This design comes from an exercise in tuning for small area on the open sky130 flow, not from production work.
In this exercise RTL edits were held to simulation tests only and were not proved equivalent to the original.
No activity file was given, so power comes from the tool's default toggle rates.

==> flow/design.v <==
module yuv_line_ram #(
parameter DEPTH = 8
)
(
input  wire                  clk,
input  wire                  sh_e,      
input  wire                  hd_e,      
input  wire                  sh_o,      
input  wire                  hd_o,      
input  wire [23:0]           din,       
output wire [23:0]           head_e,
output wire [23:0]           head_o,
output wire [7:0]            next_ye    
);
localparam W = 24*DEPTH;
reg [W-1:0] ce;
reg [W-1:0] co;
always @(posedge clk)
begin
    ce <= ~((ce | {W{sh_e}}) & ({din, ce[W-1:24]} | {W{hd_e}}));
    co <= ~((co | {W{sh_o}}) & ({din, co[W-1:24]} | {W{hd_o}}));
end
assign head_e  = ce[23:0];
assign head_o  = co[23:0];
assign next_ye = ce[31:24];
endmodule
module YUV_2xy_scaler #(
parameter pix_per_clock     = 1,
parameter data_width        = 8,
parameter scaler_rate       = 2,
parameter out_pix_per_clock = 4,
parameter h_total           = 64,
parameter v_total           = 16
)
(
input wire clk_in                                   ,
input wire reset                                    ,
input wire[23:0] rdata                              ,
input wire rlast                                    ,
output reg rready                                   ,
input wire ruser                                    ,
input wire rvalid                                   ,
output reg[63:0] tdata                              ,
output reg tlast                                    ,
input wire tready                                   ,
output reg tuser                                    ,
output reg tvalid
);
always @ (posedge clk_in)
begin
    rready <= tready;
end
reg         rst_in;
reg         rst_in_dly1;
reg         rst_in_dly2;
always @ (posedge clk_in or posedge reset)
begin
    if (reset)
        rst_in_dly1    <= 1'b1;
    else
        rst_in_dly1    <= 1'b0;
end
always @ (posedge clk_in)
begin
    rst_in_dly2    <= rst_in_dly1;
    rst_in         <= rst_in_dly2 || ruser;
end
reg[5:0]    hc;
always @ (posedge clk_in)
begin
    if (rst_in)
        hc  <= 6'd0;
    else if (rlast)
        hc  <= 6'd1;
    else if (hc == 6'd38)
        hc  <= 6'd0;
    else if (hc != 6'd0)
        hc  <= hc + 1'b1;
end
localparam  RD_IDLE = 2'd0;
localparam  RD_C    = 2'd1;      
localparam  RD_S    = 2'd2;      
reg         rd_last;
reg         rd_last_dly1;
reg         rd_last_dly2;
reg[5:0]    rd_cnt;              
reg[1:0]    rd_state;
reg[1:0]    rd_state_dly;
reg[5:0]    r_addr;
reg         enb;
always @ (posedge clk_in)
begin
    if (rst_in)
        rd_cnt  <= 6'd0;
    else if (rd_cnt > (v_total << 1))
        rd_cnt  <= 6'd0;
    else if (rd_last_dly2)
        rd_cnt  <= rd_cnt + 1'b1;
end
always @ (posedge clk_in)
begin
    if (rst_in)
        rd_state    <= RD_IDLE;
    else
        case (rd_state)
            RD_IDLE:
                if (rd_cnt == (v_total << 1))
                    rd_state    <= RD_S;
                else if (hc == 6'd37 || hc == 6'd38)
                    rd_state    <= RD_C;
            RD_C:
                if (rd_last_dly2)
                    rd_state    <= RD_S;
            RD_S:
                if (rd_last_dly2)
                    rd_state    <= RD_IDLE;
            default:
                rd_state    <= RD_IDLE;
        endcase
end
always @ (posedge clk_in)
begin
    rd_state_dly    <= rd_state;
end
always @ (posedge clk_in)
begin
    if (rst_in)
        r_addr  <= 6'd0;
    else if (rd_state == RD_IDLE || rd_state_dly != rd_state)
        r_addr  <= 6'd0;
    else if (enb)
        r_addr  <= r_addr + 1'b1;
end
always @ (posedge clk_in)
begin
    if (rst_in)
        enb     <= 1'b0;
    else
        enb     <= (r_addr <= (h_total >> 1)) && (rd_state == RD_C || rd_state == RD_S);
end
always @ (posedge clk_in)
begin
    if (rst_in)
        rd_last <= 1'b0;
    else
        rd_last <= (r_addr == (h_total >> 1));
end
always @ (posedge clk_in)
begin
    rd_last_dly1    <= rd_last;
    rd_last_dly2    <= rd_last_dly1;
end
always @ (posedge clk_in)
begin
    if (rst_in)
        tuser   <= 1'b0;
    else
        tuser   <= (rd_cnt == 6'd1) && (r_addr == 6'd3);
end
always @ (posedge clk_in)
begin
    if (rst_in)
        tlast   <= 1'b0;
    else
        tlast   <= (rd_cnt != 6'd0) && rd_last_dly1;
end
reg         rsh;
reg         tvalid_pre;
always @ (posedge clk_in)
begin
    if (rst_in)
        begin
            rsh         <= 1'b0;
            tvalid_pre  <= 1'b0;
        end
    else
        begin
            rsh         <= enb && (r_addr >= 6'd2);
            tvalid_pre  <= enb && (r_addr >= 6'd2) && (rd_cnt != 6'd0);
        end
end
always @ (posedge clk_in)
begin
    tvalid  <= tvalid_pre;
end
reg         pol;
always @ (posedge clk_in)
begin
    pol <= ~pol;
end
reg[5:0]    wx;
always @ (posedge clk_in)
begin
    if (rst_in_dly2)
        wx  <= 6'd0;
    else if (rvalid)
        wx  <= wx + 1'b1;
end
wire[4:0]   rk = r_addr[4:0] - 5'd3;
wire        interp = (rd_state_dly == RD_C);
wire        rsh_nx  = !rst_in && enb && (r_addr >= 6'd2);
wire        ip_nx   = (rd_state == RD_C);
wire[4:0]   rk_nx   = r_addr[4:0] - 5'd2;
function [1:0] sec;
    input [1:0] quarter;
    sec = (quarter == 2'd0) ? 2'd0 : (quarter == 2'd3) ? 2'd2 : 2'd1;
endfunction
reg[2:0]    rd_q, rdn_q;
reg         sh_y, hd_y;
integer j;
always @ (posedge clk_in)
begin
    for (j = 0; j < 3; j = j + 1)
        begin
            rd_q[j]     <=  (rsh_nx && ip_nx && sec(rk_nx[4:3]) == j);
            rdn_q[j]    <= !(rsh_nx && ip_nx && sec(rk_nx[4:3]) == j);
        end
    sh_y    <=  rsh_nx;
    hd_y    <= !rsh_nx;
end
wire[2:0]   wr_e, wr_o, sh_e, hd_e, sh_o, hd_o;
genvar q;
generate
for (q = 0; q < 3; q = q + 1)
    begin : g_en
        assign wr_e[q] = rvalid && (sec(wx[5:4]) == q) && !wx[0];
        assign wr_o[q] = rvalid && (sec(wx[5:4]) == q) &&  wx[0];
        assign sh_e[q] = rd_q[q] || wr_e[q];
        assign hd_e[q] = rdn_q[q] && !wr_e[q];
        assign sh_o[q] = rd_q[q] || wr_o[q];
        assign hd_o[q] = rdn_q[q] && !wr_o[q];
    end
endgenerate
wire[23:0]  din = rdata ^ {24{pol}};
wire[23:0]  qe [2:0];
wire[23:0]  qo [2:0];
wire[7:0]   qn [2:0];
generate
for (q = 0; q < 3; q = q + 1)
    begin : g_q
        yuv_line_ram #(.DEPTH(q == 1 ? 16 : 8)) u_q (
            .clk    (clk_in),
            .sh_e   (sh_e[q]),
            .hd_e   (hd_e[q]),
            .sh_o   (sh_o[q]),
            .hd_o   (hd_o[q]),
            .din    (din),
            .head_e (qe[q]),
            .head_o (qo[q]),
            .next_ye(qn[q])
        );
    end
endgenerate
reg[32*48-1:0] ych;
wire[1:0]   ks = sec(rk[4:3]);
reg[23:0]   ae, ao;
reg[7:0]    an;
always @ (*)
begin
    case ({interp, ks})
        3'b100:  begin ae = qe[0]; ao = qo[0]; end
        3'b101:  begin ae = qe[1]; ao = qo[1]; end
        3'b110:  begin ae = qe[2]; ao = qo[2]; end
        default: begin ae = ych[23:0]; ao = ych[47:24]; end
    endcase
    casez ({interp, rk})
        6'b1_00111: an = qe[1][7:0];
        6'b1_10111: an = qe[2][7:0];
        6'b1_00???: an = qn[0];
        6'b1_11???: an = qn[2];
        6'b1_?????: an = qn[1];
        default:    an = ych[55:48];
    endcase
end
always @ (posedge clk_in)
begin
    ych <= ~((ych | {1536{sh_y}}) & ({ao, ae, ych[32*48-1:48]} | {1536{hd_y}}));
end
function [63:0] pack;
    input [23:0] e;
    input [23:0] o;
    input [7:0]  n;
    input        last;
    reg [7:0] ye_i, yo_i;
    begin
        ye_i = (e[7:0] >> 1) + (o[7:0] >> 1);
        yo_i = last ? ye_i : (o[7:0] >> 1) + (n >> 1);
        pack = {o[23:16], yo_i, o[15:0], e[23:16], ye_i, e[15:0]};
    end
endfunction
wire        klast = (rk == 5'd31);
wire[63:0]  aw = pack(ae ^ {24{pol}}, ao ^ {24{pol}}, an ^ {8{pol}}, klast);
wire[63:0]  yw = pack(ych[23:0] ^ {24{pol}}, ych[47:24] ^ {24{pol}}, ych[55:48] ^ {8{pol}}, klast);
always @ (posedge clk_in)
begin
    if (rst_in)
        tdata   <= 64'd0;
    else
        tdata   <= (aw >> 1) + (yw >> 1) + (!interp && yw[0]);
end
endmodule
Settings: LEC_CHECK=0, CAP_MARGIN=20, CORE_MARGIN=2, CORE_UTILIZATION=50, SLEW_MARGIN=20; clock period 8.0 ns.
standard.sh (not shown) runs the stock make flow with config.mk's settings and CLKGATE_MAP_FILE= SYNTH_SCRIPT=/design/flow/synth_recipe.tcl, a recipe that flattens the netlist after the stock synthesis.
==> flow/flow/run.sh <==
#!/bin/bash
# The standard layout (the standard.sh: standard synthesis, floorplan,
# placement, CTS, routing, finish), with two settings changed:
# - clock tree: clkbuf_16 buffers with larger sink clusters and no dummy
#   loads (the tree is still built and balanced by TritonCTS);
# - port buffers: buf_1 cells (every port still gets a buffer).
set -euo pipefail
export CTS_ARGS="-sink_clustering_enable -repair_clock_nets -buf_list sky130_fd_sc_hd__clkbuf_16 -sink_clustering_size 24 -sink_clustering_max_diameter 80 -dont_use_dummy_load"
export BUFFER_PORTS_ARGS="-buffer_cell sky130_fd_sc_hd__buf_1"
bash standard.sh > standard.log 2>&1
The starting point passed the timing, DRC and antenna checks.
Rerun with:
--- a/flow/design.v
+++ b/flow/design.v
@@ -207,6 +207,9 @@
 endfunction
 reg[2:0]    rd_q, rdn_q;
 reg         sh_y, hd_y;
+reg[2:0]    ksel;        
+reg         kb1, kb2;    
+reg         klast;       
 integer j;
 always @ (posedge clk_in)
 begin
@@ -217,6 +220,10 @@
         end
     sh_y    <=  rsh_nx;
     hd_y    <= !rsh_nx;
+    ksel    <= {sec(rk_nx[4:3]) == 2'd2, sec(rk_nx[4:3]) == 2'd1, sec(rk_nx[4:3]) == 2'd0};
+    kb1     <= (rk_nx == 5'd7);
+    kb2     <= (rk_nx == 5'd23);
+    klast   <= (rk_nx == 5'd31);
 end
 wire[2:0]   wr_e, wr_o, sh_e, hd_e, sh_o, hd_o;
 genvar q;
@@ -252,26 +259,10 @@
     end
 endgenerate
 reg[32*48-1:0] ych;
-wire[1:0]   ks = sec(rk[4:3]);
-reg[23:0]   ae, ao;
-reg[7:0]    an;
-always @ (*)
-begin
-    case ({interp, ks})
-        3'b100:  begin ae = qe[0]; ao = qo[0]; end
-        3'b101:  begin ae = qe[1]; ao = qo[1]; end
-        3'b110:  begin ae = qe[2]; ao = qo[2]; end
-        default: begin ae = ych[23:0]; ao = ych[47:24]; end
-    endcase
-    casez ({interp, rk})
-        6'b1_00111: an = qe[1][7:0];
-        6'b1_10111: an = qe[2][7:0];
-        6'b1_00???: an = qn[0];
-        6'b1_11???: an = qn[2];
-        6'b1_?????: an = qn[1];
-        default:    an = ych[55:48];
-    endcase
-end
+wire[23:0]  ae = !interp ? ych[23:0]  : ksel[0] ? qe[0] : ksel[1] ? qe[1] : qe[2];
+wire[23:0]  ao = !interp ? ych[47:24] : ksel[0] ? qo[0] : ksel[1] ? qo[1] : qo[2];
+wire[7:0]   an = !interp ? ych[55:48] : kb1 ? qe[1][7:0] : kb2 ? qe[2][7:0] :
+                 ksel[0] ? qn[0] : ksel[1] ? qn[1] : qn[2];
 always @ (posedge clk_in)
 begin
     ych <= ~((ych | {1536{sh_y}}) & ({ao, ae, ych[32*48-1:48]} | {1536{hd_y}}));
@@ -288,7 +279,6 @@
         pack = {o[23:16], yo_i, o[15:0], e[23:16], ye_i, e[15:0]};
     end
 endfunction
-wire        klast = (rk == 5'd31);
 wire[63:0]  aw = pack(ae ^ {24{pol}}, ao ^ {24{pol}}, an ^ {8{pol}}, klast);
 wire[63:0]  yw = pack(ych[23:0] ^ {24{pol}}, ych[47:24] ^ {24{pol}}, ych[55:48] ^ {8{pol}}, klast);
 always @ (posedge clk_in)
Effect: The changed run completed without violations. Power hardly moves. Worst setup slack gets better by 910 ps. Routed wire length came out lower by 5.5%. Hold slack gets better by 9.2 ps. Cell area came out lower by 0.34%.

[re-timing with driven ports]
The flow's constraints put no driver on any port. The routed layouts listed below were extracted and timed again, unchanged, in two steps.
Step 1 (the two cells are an assumption about what drives the block):
set clk [get_ports {clk_in}]
set_driving_cell -lib_cell sky130_fd_sc_hd__clkbuf_16 $clk
set_driving_cell -lib_cell sky130_fd_sc_hd__buf_2 [delete_from_list [all_inputs] $clk]
Step 2 adds t to the input delays and takes it off the output delays; t is the mean of the earliest and latest rising clock arrival at the registers after step 1. Input paths then give back, and output paths get back, about the clock's delay inside the block.
a / b / c = ideal / step 1 / step 2; a / b = the first two.
run	t (ns)	setup WS [ns]	hold WS [ns]
the first run	0.882	0.629 / 0.630 / 0.630	0.332 / 0.332 / 0.332
the second run	0.857	1.540 / 1.540 / 1.540	0.341 / 0.341 / 0.341
After both steps setup and hold are still met in every run listed.
